Source: an optimization exercise on an open RTL-to-GDS flow (aim: small area). Production flows keep margins and buffers that such runs may drop.
Only simulation tests tie the RTL to the original design; equivalence was not proved.

==> flow/design.v (outline; a module is shown in full before it is edited, if it fits) <==
// module fir_filter: 3192 lines
// module fir_fa: 4 lines
// module fir_ha: 4 lines
module fir_filter (
    input fir_clk,
    input rst_active_low,
    input signed [29:0] data_in,
    output signed [61:0] data_out
);
  // ...
==> flow/flow/run.sh <==
#!/bin/bash
# The standard layout (standard.sh), with two changes:
#  - clock tree: no dummy load cells (they only balance capacitance), clusters
#    of at most 25 flip-flops within 75 um, each driven by a clkbuf_16;
#  - port buffers: buf_1 instead of the default (each port still gets one).
set -e
export CTS_ARGS="-sink_clustering_enable -repair_clock_nets -dont_use_dummy_load -sink_clustering_size 20 -sink_clustering_max_diameter 60 -buf_list sky130_fd_sc_hd__clkbuf_8"
export BUFFER_PORTS_ARGS="-buffer_cell sky130_fd_sc_hd__buf_1"
bash standard.sh > standard_flow.log 2>&1
==> flow/standard.sh <==
#!/bin/bash
# synth_recipe.tcl (not shown) runs the flow's synth.tcl, then flattens the netlist and writes it again
# the make line also repeats each setting of config.mk as NAME=value (left out here)
make -C /OpenROAD-flow-scripts/flow DESIGN_CONFIG=/design/flow/config.mk WORK_HOME=/design/flow/orfs CLKGATE_MAP_FILE= SYNTH_SCRIPT=/design/flow/synth_recipe.tcl "${@:-finish}"
==> flow/config.mk <==
export PLATFORM = sky130hd
export DESIGN_NAME = fir_filter
export DESIGN_NICKNAME = fir_filter
export VERILOG_FILES = /design/flow/design.v
export SDC_FILE = /design/flow/constraint.sdc
export NUM_CORES = 8
export LEC_CHECK = 0
export CAP_MARGIN = 35
export CORE_MARGIN = 2
export CORE_UTILIZATION = 65
export CTS_BUF_LIST = sky130_fd_sc_hd__clkbuf_16
export CTS_CLUSTER_DIAMETER = 60
export CTS_CLUSTER_SIZE = 30
export SLEW_MARGIN = 35
export SYNTH_HIERARCHICAL = 1
==> flow/constraint.sdc <==
create_clock -name core_clock -period 10.0 [get_ports {fir_clk}]
set_input_delay 2.0000 -clock core_clock [delete_from_list [all_inputs] [get_ports {fir_clk}]]
set_output_delay 2.0000 -clock core_clock [all_outputs]
set_load 0.01 [all_outputs]
==> notes.md, run 1 <==
- Most common cell in the synthesized netlist: fa_1
- Critical Path Stages: 18
- DR vias/cell: 5.40
- Postcts setup bufs: 0
- # clk buffers: 104
- Clock tree buffer depth: 3
- Final setup violation count: 0
- Num rows: 122
- RSZ-0062 raised after global routing: no
- Setup TNS: 0 ns
- Filler cells: 7,344
- Drc violations: 0
- Worst path top cell family by delay: adder cells
- Final Max Slew Viols: 0
- Syn_nets: 6,065
- Hold depth: 0
- Worst-Skew Late Latency: 0.82 ns
- H-tree depth: 3
- Synth Area in Compound Gates: 0%
- Crit Path Category: reg -> out
- CTS Buf Count: 104
- Synthesized-area fraction occupied by adder cells: 56.0%
- Hold Fails Final Rpt: 0
- Most frequent cells in the layout: fa_1 (1,976), dfxtp_1 (1,494), inv_1 (360)
- Status: no timing/DRC/antenna violations
==> run 2: changes to the inputs <==
==> flow/flow/run.sh (replaced) <==
#!/bin/bash
# The standard layout (standard.sh), with two changes:
#  - clock tree: no dummy load cells (they only balance capacitance), clusters
#    of at most 25 flip-flops within 75 um, each driven by a clkbuf_16;
#  - port buffers: buf_1 instead of the default (each port still gets one).
set -e
export CTS_ARGS="-sink_clustering_enable -repair_clock_nets -dont_use_dummy_load -sink_clustering_size 16 -sink_clustering_max_diameter 50 -buf_list sky130_fd_sc_hd__clkbuf_8"
export BUFFER_PORTS_ARGS="-buffer_cell sky130_fd_sc_hd__buf_1"
bash standard.sh > standard_flow.log 2>&1
==> run 2 against run 1 <==
Compared with the run above:
- non-clock buffer count unchanged
- register-to-register slack worse by 0.05 ns
- clock skew down 0.011 ns
- still clean on timing, DRC and antenna
==> notes.md, run 2 <==
- Status: no timing/DRC/antenna violations
- DP HPWL: 156,000 um
- Largest family of logic cells by synthesized area: adder cells
- Worst path top cell family by delay: adder cells
- Share of layout cells above drive strength 1: 3.37%
- Crit Path Max Fanout: 17
- F_max: 0.107 GHz
- Core area: 0.111 mm2
- Post-synth top flop: dfxtp_1
- Xor-xnor portion of the synthesized cell area: 0.164%
- First-pass GRT wire length: 258,000 um
- Post-synth cell types: 8
- Postcts setup bufs: 0 (unchanged)
- Hold Fails Final Rpt: 0 (unchanged)
- Clock tree buffer depth: 3 (unchanged)
- Critical path's slowest cell: fa_1
- Post-route minimum period: 9.38 ns
- CP endpoint kind: output port
- Post-synthesis sequential area ratio: 41.3%
- Post-Syn Area per Cell: 18.2 um2
- Setup TNS: 0 ns (unchanged)
- Detailed-route via count: 30,400
- Nets: 6,239
- Fin crit share: 93.8%
- Placed cell count: 5,500
- Post-Route Utilization: 68.8%
- Initial DRC Count: 1,865
- Most frequent cells in the layout: fa_1 (1,976), dfxtp_1 (1,494), inv_1 (360)
- Worst Hold Class: reg -> reg
- Cell mode on critical path: fa_1
- Synthesized-area fraction occupied by and/or/nand/nor cells: 0%
- Initial core utilization: 65.5%
- CTS tree: yes
- Cell taking the most area after synthesis: fa_1
- Post-synth EDFFs: 0
- Worst path bufs/invs: 2
- Final setup violation count: 0 (unchanged)
- Reg clk slew, reported paths: 0.09 ns
- Syn_nets: 6,065 (unchanged)
- Grt total ovfl: 0
- All-Layer GR Usage: 33.3%
- Die Span Y: 338 um
- Post-synthesis sequential element count: 1,494
- WL final: 174,000 um
- Worst-Skew Late Latency: 0.86 ns (+0.04 ns)
- Post-synth ARST share: 0%
- Num rows: 122 (unchanged)
- Critical path's largest stage delay: 0.51 ns
- Initial antenna violation count: 1
- Synth Warn #: 7
- Multiplexer share of the synthesized area: 0%
- Final setup margin: 0.615 ns
- Die footprint: 0.114 mm2
- Synth Area in Compound Gates: 0% (unchanged)
- Largest net degree at the start of global routing: 18
- Most common cell in the synthesized netlist: fa_1
- Area contributors post-synth: fa_1 (55%), dfxtp_1 (41%), inv_1 (1.9%), ha_1 (1.3%), buf_4 (0.61%)
- H-tree depth: 4 (+1)
- Die Span X: 338 um
- Final Skew: 0.107 ns
- Hold buffer count at cts: 0
- RSZ-0062 raised after global routing: no
- Syn Inst Count: 3,979
- Mapped cell area: 0.0724 mm2
- Relative slew slack: 62.3%
- Routability cong.: 1.00
- CP required: 8.00 ns
- Filler cells: 7,290 (-0.74%)
- DR vias/cell: 5.38 (-0.37%)
- ANT nets after route: 0
- Pre-CTS WS: 0.720 ns
- Root Buffer Master: clkbuf_8
- Final hold slack: 0.267 ns
- Share of the synthesized area in the top cell type: 54.7%
- Startpoint types: flop
- Most common library cells after synthesis: fa_1 (1,976), dfxtp_1 (1,494), inv_1 (360)
- CP cell instances: inv_1 -> fa_1 -> fa_1 -> ha_1 -> fa_1 -> fa_1 -> ha_1 -> fa_1 -> fa_1 -> fa_1 -> fa_1 -> ha_1 -> fa_1 -> ha_1 -> ha_1 -> xor2_1 -> xnor2_2 -> buf_1
- # IOs: 94
- Final Max Slew Viols: 0 (unchanged)
- Synthesized-area fraction occupied by adder cells: 56.0% (unchanged)
- Area Overhead vs Synth: 5.11%
- Drc violations: 0 (unchanged)
- Commonest non-fill, non-tap cell in the layout: fa_1
- Vias in the first global route: 38,700
- TritonCTS Sinks: 1,494
- CTS resizes: 0
- Avg WL per Cell: 30.9 um
- Max-cap violations: 0
- Crit path DAT: 7.38 ns
- CTS Buf Count: 139 (+34%)
- Drt pass-1 iters: 5
- Crit Path Category: reg -> out
- Worst-Margin Slew: 0.562 ns
- Final non-filler cell total: 5,643
- PortBufs: 92
run 2: cell counts after synthesis:
No cell type changed its count.
run 2: through the flow:
| step | cell area [um2] |
|---|---|
| after floorplan | 72400 |
| final | 76100 |
| after global placement | 74100 |
| after CTS | 76000 |
| after detailed placement | 74100 |
| after global routing | 76000 |
run 2: worst paths after layout:
path	start	to	slack (ns)	depth (start not counted)
worst max register to register	X13[11]	n5086_d1	0.65	18
worst min register to register	X19[4]	X20[4]	0.27	0
worst max-delay path	n2942_d1	data_out[45]	0.62	18
worst min-delay path	X19[4]	X20[4]	0.27	0
run 2: per-layer routing:
layer	up-vias	wire, um	track usage, %
met4	0	5610	9.71
met3	296	13700	9.30
met5	-	0	0
met1	17000	69600	45.4
li1	12000	-	-
met2	1000	85300	53.3
run 2: logic make-up after synthesis:
family,count (synthesis)
xor+xnor,12
buf+inv,419
fa+ha+maj,2054
flops,1494
run 2: final cells by class:
| class | instances | area (um2) | share of cell area [%] |
|---|---|---|---|
| Multi-Input combinational cell | 2066 | 40700 | 53.5 |
| Sequential cell | 1494 | 29900 | 39.3 |
| Clock buffer | 139 | 1910 | 2.52 |
| Tap cell | 1488 | 1860 | 2.45 |
| Inverter | 360 | 1350 | 1.78 |
| Timing Repair Buffer | 92 | 345 | 0.454 |
| Antenna cell | 4 | 10.0 | 0.0132 |
run 2: Yosys stat by module, one instance, submodules excluded:
module / area [um2] / cells
fir_filter: 32000 / 1943
fir_fa: 20.0 / 1
fir_ha: 12.5 / 1
==> run 3: changes to the inputs <==
==> flow/flow/run.sh (replaced) <==
#!/bin/bash
# The standard layout (standard.sh), with two changes:
#  - clock tree: no dummy load cells (they only balance capacitance), clusters
#    of at most 25 flip-flops within 75 um, each driven by a clkbuf_16;
#  - port buffers: buf_1 instead of the default (each port still gets one).
set -e
export CTS_ARGS="-sink_clustering_enable -repair_clock_nets -dont_use_dummy_load -sink_clustering_size 25 -sink_clustering_max_diameter 75 -buf_list sky130_fd_sc_hd__clkbuf_16"
export BUFFER_PORTS_ARGS="-buffer_cell sky130_fd_sc_hd__buf_1"
bash standard.sh > standard_flow.log 2>&1
==> run 3 against run 2 <==
Compared with the run above:
- synthesized area unchanged
- core utilization about the same
- non-clock buffer count unchanged
- still clean on timing, DRC and antenna
- routed wire length increased by 0.12%
==> notes.md, run 3 <==
- Syn Inst Count: 3,979 (unchanged)
- Final setup violation count: 0 (unchanged)
- CTS resizes: 0 (unchanged)
- CTS Buf Count: 78 (-44%)
- TritonCTS Sinks: 1,494 (unchanged)
- Die Span Y: 338 um (unchanged)
- Cell taking the most area after synthesis: fa_1
- Most common cell in the synthesized netlist: fa_1
- Final non-filler cell total: 5,578 (-1.2%)
- Drc violations: 0 (unchanged)
- Post-route minimum period: 9.30 ns (-0.0815 ns)
- Syn_nets: 6,065 (unchanged)
- Post-synth EDFFs: 0 (unchanged)
- Worst Hold Class: reg -> reg
- Clock tree buffer depth: 3 (unchanged)
- Post-synth top flop: dfxtp_1
- Final Skew: 0.110 ns (+0.00325 ns)
- Most common library cells after synthesis: fa_1 (1,976), dfxtp_1 (1,494), inv_1 (360)
- Post-synthesis sequential element count: 1,494 (unchanged)
- Max-cap violations: 0 (unchanged)
- Post-synth cell types: 8 (unchanged)
- Status: no timing/DRC/antenna violations
- CP endpoint kind: flop
- Startpoint types: flop
- Worst-Margin Slew: 0.557 ns (-0.00582 ns)
- PortBufs: 92 (unchanged)
- RSZ-0062 raised after global routing: no
- First-pass GRT wire length: 258,000 um (+0.11%)
- Grt total ovfl: 0 (unchanged)
- Crit Path Category: reg -> reg
- N_diodes: 0 (-4)
- Reg clk slew, reported paths: 0.10 ns (about the same)
- # IOs: 94 (unchanged)
- H-tree depth: 3 (-1)
- Core area: 0.111 mm2 (unchanged)
- Synth Warn #: 7 (unchanged)
- Avg WL per Cell: 31.3 um (+1.3%)
- Share of layout cells above drive strength 1: 1.93% (-1.4 points)
- Relative slew slack: 62.7% (+0.39 points)
- Initial DRC Count: 1,917 (+2.8%)
- Postcts setup bufs: 0 (unchanged)
- Root Buffer Master: clkbuf_16
- Fin crit share: 93.0% (-0.82 points)
- Worst-Skew Late Latency: 0.71 ns (-0.15 ns)
- DP HPWL: 156,000 um (unchanged)
- DR vias/cell: 5.41 (+0.62%)
- Post-synthesis sequential area ratio: 41.3% (unchanged)
- Die footprint: 0.114 mm2 (unchanged)
- Initial antenna violation count: 0 (-1)
- Post-Syn Area per Cell: 18.2 um2 (unchanged)
- Mapped cell area: 0.0724 mm2 (unchanged)
- Vias in the first global route: 38,300 (-1.0%)
- ANT nets after route: 0 (unchanged)
- Post-Route Utilization: 68.8% (about the same)
- WL final: 174,000 um (+0.12%)
- CTS tree: yes
- Area contributors post-synth: fa_1 (55%), dfxtp_1 (41%), inv_1 (1.9%), ha_1 (1.3%), buf_4 (0.61%)
- Share of the synthesized area in the top cell type: 54.7% (unchanged)
- Die Span X: 338 um (unchanged)
- Initial core utilization: 65.5% (unchanged)
- All-Layer GR Usage: 33.2% (about the same)
- Nets: 6,178 (-0.98%)
- Num rows: 122 (unchanged)
- Drt pass-1 iters: 5 (unchanged)
- Placed cell count: 5,500 (unchanged)
- Routability cong.: 1.00 (unchanged)
- Crit path DAT: 9.84 ns (+2.46 ns)
- Hold buffer count at cts: 0 (unchanged)
- Commonest non-fill, non-tap cell in the layout: fa_1
- F_max: 0.107 GHz (+0.88%)
- Post-synth ARST share: 0% (unchanged)
- Setup TNS: 0 ns (unchanged)
- Most frequent cells in the layout: fa_1 (1,976), dfxtp_1 (1,494), inv_1 (360)
- Area Overhead vs Synth: 5.15% (about the same)
- Largest net degree at the start of global routing: 26 (+8)
- Hold Fails Final Rpt: 0 (unchanged)
- CP required: 10.53 ns (+2.53 ns)
- Crit Path Max Fanout: 2 (-15)
- Final Max Slew Viols: 0 (unchanged)
- Detailed-route via count: 30,200 (-0.54%)
[run 3: per-layer routing]
layer / part of all wire [%] / routed length, um / track usage, %
met2: 49 / 86200 / 53.7
met4: 3.1 / 5440 / 9.10
met3: 7.7 / 13500 / 8.68
met5: 0 / 0 / 0
met1: 40 / 69200 / 45.6
[run 3: metrics by stage]
| stage | area [um2] | worst slack [ns] | hold WS [ns] |
|---|---|---|---|
| after CTS | 76100 | 0.437 | 0.295 |
| after detailed placement | 74100 | 0.720 | 0.312 |
| after global routing | 76100 | 0.474 | 0.316 |
| after global placement | 74100 | 0.783 | 0.311 |
| final | 76100 | 0.697 | 0.296 |
| after floorplan | 72400 | 1.50 | 0.310 |
[run 3: cells by family after synthesis]
group,count (synthesis),share of synthesized area [%]
adder cells (fa/ha/maj),2054,56.0
buffers and inverters,419,2.48
XOR/XNOR,12,0.164
flip-flops,1494,41.3
[run 3: worst paths after layout]
path / from / depth (start not counted) / slack, ns / endpoint
worst max-delay path: X13[11] / 18 / 0.70 / n5261_d1
worst min-delay path: X24[8] / 0 / 0.30 / X25[8]
worst max register to register: X13[11] / 18 / 0.70 / n5261_d1
worst min register to register: X24[8] / 0 / 0.30 / X25[8]
[run 3: layout make-up]
class / count / area (um2)
Sequential cell: 1494 / 29900
Tap cell: 1488 / 1860
Fill cell: 7278 / 34400
Clock buffer: 78 / 1950
Timing Repair Buffer: 92 / 345
Inverter: 360 / 1350
Multi-Input combinational cell: 2066 / 40700
[run 3: critical path, cell delays in order (launching register included)]
cell     delay (ns)
dfxtp_1        0.34
fa_1           0.53
fa_1           0.45
fa_1           0.44
fa_1           0.46
fa_1           0.47
fa_1           0.52
inv_1          0.06
fa_1           0.46
fa_1           0.70
fa_1           0.55
fa_1           0.49
fa_1           0.66
fa_1           0.48
fa_1           0.41
fa_1           0.50
fa_1           0.54
fa_1           0.65
fa_1           0.44
[run 3: modules after synthesis (local to each module, per instance)]
module      times used  cell area, um2  flip-flops and latches
fir_fa            1976            20.0                       0
fir_ha              60            12.5                       0
fir_filter           1           32000                    1494
==> run 4: changes to the inputs <==
==> flow/flow/run.sh (replaced) <==
#!/bin/bash
# The standard layout (standard.sh), with two changes:
#  - clock tree: no dummy load cells (they only balance capacitance), clusters
#    of at most 25 flip-flops within 75 um, each driven by a clkbuf_16;
#  - port buffers: buf_1 instead of the default (each port still gets one).
set -e
export CTS_ARGS="-sink_clustering_enable -repair_clock_nets -dont_use_dummy_load -sink_clustering_size 18 -sink_clustering_max_diameter 55 -buf_list sky130_fd_sc_hd__clkbuf_8"
export BUFFER_PORTS_ARGS="-buffer_cell sky130_fd_sc_hd__buf_1"
bash standard.sh > standard_flow.log 2>&1
==> run 4 against run 3 <==
Compared with the run above:
- worst setup slack got worse by 0.089 ns
- first-iteration DRC count fell by 3.2%
- routed wire length fell by 0.12%
- critical path type is now reg -> out
- largest cell class unchanged
==> notes.md, run 4 <==
- Status: no timing/DRC/antenna violations
- GRT busiest layer: met2
- Vias in the first global route: 38,600 (+0.71%)
- CP endpoint kind: output port
- Reg clk slew, reported paths: 0.08 ns (-0.02 ns)
- Post-route minimum period: 9.39 ns (+0.0889 ns)
- CTS tree: yes
- Routability cong.: 1.00 (unchanged)
- All-Layer GR Usage: 33.1% (-0.089 points)
- Most common cell in the synthesized netlist: fa_1
- CTS resizes: 0 (unchanged)
- Crit Path Category: reg -> out
- Postcts setup bufs: 0 (unchanged)
- Post-synth cell types: 8 (unchanged)
- Most common library cells after synthesis: fa_1 (1,976), dfxtp_1 (1,494), inv_1 (360)
- Crit Path Max Fanout: 17 (+15)
- Post-synthesis sequential element count: 1,494 (unchanged)
- Cell taking the most area after synthesis: fa_1
- TritonCTS Sinks: 1,494 (unchanged)
- WL final: 174,000 um (-0.12%)
- Grt total ovfl: 0 (unchanged)
- Mapped cell area: 0.0724 mm2 (unchanged)
- Synth Area in Compound Gates: 0% (unchanged)
- Area contributors post-synth: fa_1 (55%), dfxtp_1 (41%), inv_1 (1.9%), ha_1 (1.3%), buf_4 (0.61%)
- Largest family of logic cells by synthesized area: adder cells
- Max-cap violations: 0 (unchanged)
- Multiplexer share of the synthesized area: 0% (unchanged)
- Post-synth EDFFs: 0 (unchanged)
- # IOs: 94 (unchanged)
- Drc violations: 0 (unchanged)
- H-tree depth: 3 (unchanged)
- Worst-Margin Slew: 0.558 ns (+0.00132 ns)
- Share of the synthesized area in the top cell type: 54.7% (unchanged)
- Relative slew slack: 62.6% (-0.088 points)
- CP required: 8.00 ns (-2.53 ns)
- Worst-Skew Late Latency: 0.85 ns (+0.14 ns)
- ANT nets after route: 0 (unchanged)
- Syn Inst Count: 3,979 (unchanged)
- CTS Buf Count: 119 (+53%)
- Hold buffer count at cts: 0 (unchanged)
- Initial antenna violation count: 2 (+2)
- Critical path's slowest cell: fa_1
- Die footprint: 0.114 mm2 (unchanged)
- Core area: 0.111 mm2 (unchanged)
- GR Util met1: 45.2% (-0.36 points)
- PortBufs: 92 (unchanged)
- Fin crit share: 93.9% (+0.89 points)
- Filler cells: 7,343 (+0.89%)
- Synthesized-area fraction occupied by adder cells: 56.0% (unchanged)
- Clock tree buffer depth: 3 (unchanged)
- Startpoint types: flop
- Nets: 6,219 (+0.66%)
- Initial core utilization: 65.5% (unchanged)
- Final setup margin: 0.608 ns (-0.0889 ns)
- Post-synth ARST share: 0% (unchanged)
- Root Buffer Master: clkbuf_8
- Hold Fails Final Rpt: 0 (unchanged)
- Num rows: 122 (unchanged)
- DR vias/cell: 5.39 (-0.40%)
- Area Overhead vs Synth: 4.72%
- Syn_nets: 6,065 (unchanged)
- CP cell instances: inv_1 -> fa_1 -> ha_1 -> fa_1 -> ha_1 -> fa_1 -> fa_1 -> fa_1 -> fa_1 -> fa_1 -> fa_1 -> ha_1 -> fa_1 -> ha_1 -> ha_1 -> xor2_1 -> xnor2_2 -> buf_1
- Most frequent cells in the layout: fa_1 (1,976), dfxtp_1 (1,494), inv_1 (360)
- Pre-CTS WS: 0.720 ns (unchanged)
- Critical path's largest stage delay: 0.50 ns (-0.20 ns)
- Met2 usage: 53.2% (-0.52 points)
- Synthesized-area fraction occupied by and/or/nand/nor cells: 0% (unchanged)
- F_max: 0.106 GHz (-0.95%)
- Die Span Y: 338 um (unchanged)
- Synth Warn #: 7 (unchanged)
- Setup TNS: 0 ns (unchanged)
- Detailed-route via count: 30,300 (+0.36%)
- Share of layout cells above drive strength 1: 2.90% (+0.97 points)
- Initial DRC Count: 1,856 (-3.2%)
- Commonest non-fill, non-tap cell in the layout: fa_1
- Post-synth top flop: dfxtp_1
- Crit path DAT: 7.39 ns (-2.45 ns)
- Post-Syn Area per Cell: 18.2 um2 (unchanged)
- Die Span X: 338 um (unchanged)
- First-pass GRT wire length: 257,000 um (-0.20%)
- Largest net degree at the start of global routing: 19 (-27%)
- DP HPWL: 156,000 um (unchanged)
- Xor-xnor portion of the synthesized cell area: 0.164% (unchanged)
- Cell mode on critical path: fa_1
- Final setup violation count: 0 (unchanged)
- Avg WL per Cell: 31.0 um (-0.88%)
- Worst Hold Class: reg -> reg
- Drt pass-1 iters: 5 (unchanged)
- Final Skew: 0.113 ns (+0.00245 ns)
- Final Max Slew Viols: 0 (unchanged)
- RSZ-0062 raised after global routing: no
- Post-synthesis sequential area ratio: 41.3% (unchanged)
- GR Layer Usage met3: 9.27% (+0.59 points)
run 4: cell counts after synthesis:
No cell type changed its count.
run 4: metal layers:
| layer | share of wire [%] | vias up | wire length (um) |
|---|---|---|---|
| li1 | - | 12000 | - |
| met3 | 7.9 | 288 | 13800 |
| met5 | 0 | - | 0 |
| met4 | 3.3 | 0 | 5760 |
| met2 | 49 | 983 | 85300 |
| met1 | 40 | 17100 | 69300 |
run 4: cell type report:
type                            count  area [um2]  area share, %
Tap cell                         1488        1860           2.46
Timing Repair Buffer               92         345          0.456
Inverter                          360        1350           1.78
Antenna cell                        2        5.00        0.00661
Sequential cell                  1494       29900           39.5
Clock buffer                      119        1640           2.16
Multi-Input combinational cell   2066       40700           53.7
run 4: path summary, 6_finish.rpt:
kind / start / cells after the start / endpoint / slack [ns]
max reg2reg: X13[11] / 18 / n5086_d1 / 0.71
max: n2942_d1 / 18 / data_out[45] / 0.61
min: n5004_d1 / 0 / n5004_d2 / 0.27
min reg2reg: n5004_d1 / 0 / n5004_d2 / 0.27
run 4: per-module statistics from Yosys (local to each module, per instance):
module / cells inside / flops+latches / copies in the design
fir_filter: 1943 / 1494 / 1
fir_fa: 1 / 0 / 1976
fir_ha: 1 / 0 / 60
run 4: critical path, delay by kind of cell, from the launching register on:
| kind | cells | cell delay (ns) |
|---|---|---|
| adders and majority gates | 14 | 5.29 |
| xor gates and xnor gates | 2 | 0.66 |
| DFF | 1 | 0.37 |
| buffers and inverters | 2 | 0.30 |
run 4: logic make-up (layout without fill, tap and decap cells):
family / after synthesis / in the layout
XOR/XNOR: 12 / 12
other: 0 / 2
buffers and inverters: 419 / 571
flip-flops: 1494 / 1494
adder cells (fa/ha/maj): 2054 / 2054
run 4: stage by stage:
| stage | cell area, um2 | util [%] | hold WS, ns | instances |
|---|---|---|---|---|
| finish | 75800 | 68.6 | 0.268 | 5621 |
| global route | 75800 | 68.6 | 0.264 | 5621 |
| CTS | 75800 | 68.5 | 0.254 | 5619 |
| detailed placement | 74100 | 67.1 | 0.312 | 5500 |
| global placement | 74100 | 67.1 | 0.311 | 5500 |
| floorplan | 72400 | - | 0.310 | 3979 |
==> run 5: changes to the inputs <==
==> flow/flow/run.sh (replaced) <==
#!/bin/bash
# The standard layout (standard.sh), with two changes:
#  - clock tree: no dummy load cells (they only balance capacitance), clusters
#    of at most 18 flip-flops within 55 um, each driven by a clkbuf_8
#    (CTS_ARGS replaces the CTS_* settings in config.mk);
#  - port buffers: buf_1 instead of the default (each port still gets one).
set -e
export CTS_ARGS="-sink_clustering_enable -repair_clock_nets -dont_use_dummy_load -sink_clustering_size 18 -sink_clustering_max_diameter 55 -buf_list sky130_fd_sc_hd__clkbuf_8"
export BUFFER_PORTS_ARGS="-buffer_cell sky130_fd_sc_hd__buf_1"
bash standard.sh > standard_flow.log 2>&1
==> run 5 against run 4 <==
Compared with the run above:
- core utilization unchanged
- synthesized cell count unchanged
- register-to-register slack about the same
- highest routed layer unchanged
==> notes.md, run 5 <==
- Vias in the first global route: 38,600 (unchanged)
- Nets: 6,219 (unchanged)
- CP required: 8.00 ns (about the same)
- Worst path top cell family by delay: adder cells
- Post-synth cell types: 8 (unchanged)
- Share of layout cells above drive strength 1: 2.90% (unchanged)
- Detailed-route via count: 30,300 (unchanged)
- Syn_nets: 6,065 (unchanged)
- Final Skew: 0.113 ns (unchanged)
- Hold buffer count at cts: 0 (unchanged)
- WL final: 174,000 um (unchanged)
- Most frequent cells in the layout: fa_1 (1,976), dfxtp_1 (1,494), inv_1 (360)
- Root Buffer Master: clkbuf_8
- Area contributors post-synth: fa_1 (55%), dfxtp_1 (41%), inv_1 (1.9%), ha_1 (1.3%), buf_4 (0.61%)
- Postcts setup bufs: 0 (unchanged)
- Area Overhead vs Synth: 4.72% (unchanged)
- ANT nets after route: 0 (unchanged)
- Worst Reg-to-Reg Cells: 18 (unchanged)
- Mapped cell area: 0.0724 mm2 (unchanged)
- Core area: 0.111 mm2 (unchanged)
- Post-synth ARST share: 0% (unchanged)
- Most common cell in the synthesized netlist: fa_1
- Post-synthesis sequential area ratio: 41.3% (unchanged)
- Die Span X: 338 um (unchanged)
- First-pass GRT wire length: 257,000 um (unchanged)
- Drt pass-1 iters: 5 (unchanged)
- Status: no timing/DRC/antenna violations
- TritonCTS Sinks: 1,494 (unchanged)
- Critical Path Stages: 18 (unchanged)
- Crit path DAT: 7.39 ns (about the same)
- Grt total ovfl: 0 (unchanged)
- Die Span Y: 338 um (unchanged)
- Startpoint types: flop
- Clock tree buffer depth: 3 (unchanged)
- Crit Path Category: reg -> out
- PortBufs: 92 (unchanged)
- DR vias/cell: 5.39 (unchanged)
- Worst path bufs/invs: 2 (unchanged)
- Crit Path Max Fanout: 17 (unchanged)
- Relative slew slack: 62.6% (unchanged)
- Num rows: 122 (unchanged)
- CTS tree: yes
- Cell taking the most area after synthesis: fa_1
- Initial core utilization: 65.5% (unchanged)
- Setup TNS: 0 ns (unchanged)
- Synth Warn #: 7 (unchanged)
- H-tree depth: 3 (unchanged)
- Post-synthesis sequential element count: 1,494 (unchanged)
- Post-Route Utilization: 68.6% (unchanged)
- Cell mode on critical path: fa_1
- Die footprint: 0.114 mm2 (unchanged)
- # IOs: 94 (unchanged)
- CP cell instances: inv_1 -> fa_1 -> ha_1 -> fa_1 -> ha_1 -> fa_1 -> fa_1 -> fa_1 -> fa_1 -> fa_1 -> fa_1 -> ha_1 -> fa_1 -> ha_1 -> ha_1 -> xor2_1 -> xnor2_2 -> buf_1
- CTS Buf Count: 119 (unchanged)
- Final setup violation count: 0 (unchanged)
- Final Max Slew Viols: 0 (unchanged)
- Post-Syn Area per Cell: 18.2 um2 (unchanged)
- Syn Inst Count: 3,979 (unchanged)
- Worst-Skew Late Latency: 0.85 ns (about the same)
- Commonest non-fill, non-tap cell in the layout: fa_1
- Critical path's slowest cell: fa_1
- Share of the synthesized area in the top cell type: 54.7% (unchanged)
- DP HPWL: 156,000 um (unchanged)
- RSZ-0062 raised after global routing: no
- Post-synth EDFFs: 0 (unchanged)
- CTS resizes: 0 (unchanged)
- Largest net degree at the start of global routing: 19 (unchanged)
- Avg WL per Cell: 31.0 um (unchanged)
- Most common library cells after synthesis: fa_1 (1,976), dfxtp_1 (1,494), inv_1 (360)
- Fin crit share: 93.9% (unchanged)
- Initial antenna violation count: 2 (unchanged)
- Reg clk slew, reported paths: 0.08 ns (about the same)
- Worst-Margin Slew: 0.558 ns (unchanged)
- Hold Fails Final Rpt: 0 (unchanged)
- Drc violations: 0 (unchanged)
- Hold depth: 0 (unchanged)
- Critical path's largest stage delay: 0.50 ns (about the same)
- Initial DRC Count: 1,856 (unchanged)
- Max-cap violations: 0 (unchanged)
- Worst Hold Class: reg -> reg
- F_max: 0.106 GHz (unchanged)
- All-Layer GR Usage: 33.1% (unchanged)
- CP endpoint kind: output port
- Post-route minimum period: 9.39 ns (unchanged)
- Routability cong.: 1.00 (unchanged)
- Post-synth top flop: dfxtp_1
-- run 5: area by class of cell --
| type | instances | area (um2) |
|---|---|---|
| clock buffer | 119 | 1640 |
| tap | 1488 | 1860 |
| multi-input combinational | 2066 | 40700 |
| sequential | 1494 | 29900 |
| inverter | 360 | 1350 |
| antenna | 2 | 5.00 |
| timing repair buffer | 92 | 345 |
| fill | 7343 | 34700 |
-- run 5: path summary, 6_finish.rpt --
| kind | startpoint | end | slack, ns |
|---|---|---|---|
| worst min-delay path | n5004_d1 | n5004_d2 | 0.27 |
| worst max-delay path | n2942_d1 | data_out[45] | 0.61 |
| worst min register to register | n5004_d1 | n5004_d2 | 0.27 |
| worst max register to register | X13[11] | n5086_d1 | 0.71 |
-- run 5: metal layers --
metal  vias to the layer above  global-route usage [%]  routed length, um
li1                      12000                       -                  -
met1                     17100                    45.2              69300
met2                       983                    53.2              85300
met3                       288                    9.27              13800
met4                         0                    9.41               5760
met5                         -                       0                  0
-- run 5: worst register-to-register path: stages, from the launching register on --
cell,delay (ns)
dfxtp_1,0.34
fa_1,0.54
fa_1,0.46
fa_1,0.45
fa_1,0.46
fa_1,0.46
fa_1,0.51
inv_1,0.06
fa_1,0.46
fa_1,0.70
fa_1,0.54
fa_1,0.49
fa_1,0.67
fa_1,0.48
fa_1,0.41
fa_1,0.50
fa_1,0.54
fa_1,0.64
fa_1,0.45
-- run 5: kinds of logic (layout without fill, tap and decap cells) --
family                     count (synthesis)  count (layout)  synth area share (%)
adders and majority gates               2054            2054                  56.0
other                                      0               2                     0
DFF                                     1494            1494                  41.3
buffers and inverters                    419             571                  2.48
xor gates and xnor gates                  12              12                 0.164
-- run 5: Yosys stat by module (local to each module, per instance) --
module / cells / copies in the design / cell area [um2]
fir_fa: 1 / 1976 / 20.0
fir_filter: 1943 / 1 / 32000
fir_ha: 1 / 60 / 12.5
-- run 5: through the flow --
stage               setup WS [ns]  hold slack [ns]  std cells  instance area [um2]
finish                      0.608            0.268       5621                75800
detailed placement          0.720            0.312       5500                74100
floorplan                    1.50            0.310       3979                72400
global route                0.295            0.264       5621                75800
global placement            0.783            0.311       5500                74100
CTS                         0.258            0.254       5619                75800

-- re-timing with driven ports --
In the flow no input, the clock included, has a driving cell. The finished layouts below were timed again as built, in two steps.
Step 1 (the two cells are an assumption about what drives the block):
set clk [get_ports {fir_clk}]
set_driving_cell -lib_cell sky130_fd_sc_hd__clkbuf_16 $clk
set_driving_cell -lib_cell sky130_fd_sc_hd__buf_2 [delete_from_list [all_inputs] $clk]
Step 2 moves the port delays by t, midway between the first and last clock arrival at a register: inputs arrive t later, outputs are due t later. That takes back most of the time a late clock gives input paths.
a / b / c = no drivers / after step 1 / after step 2; a / b = the first two.
run | shift t [ns] | setup WS [ns] | worst hold slack (ns) | worst register clock-pin slew, ns | worst slew at a driven data input, ns
run 1 | 0.829 | 0.615 / 0.548 / 0.696 | 0.245 / 0.245 / 0.245 | 0.12 / 0.12 | 0.05
run 2 | 0.877 | 0.615 / 0.548 / 0.649 | 0.267 / 0.267 / 0.267 | 0.10 / 0.10 | 0.04
run 3 | 0.729 | 0.697 / 0.686 / 0.697 | 0.296 / 0.296 / 0.296 | 0.10 / 0.10 | 0.04
run 4 | 0.858 | 0.608 / 0.540 / 0.708 | 0.268 / 0.268 / 0.268 | 0.11 / 0.11 | 0.04
run 5 | 0.858 | 0.608 / 0.540 / 0.708 | 0.268 / 0.268 / 0.268 | 0.11 / 0.11 | 0.04
After both steps every run listed still meets setup and hold.
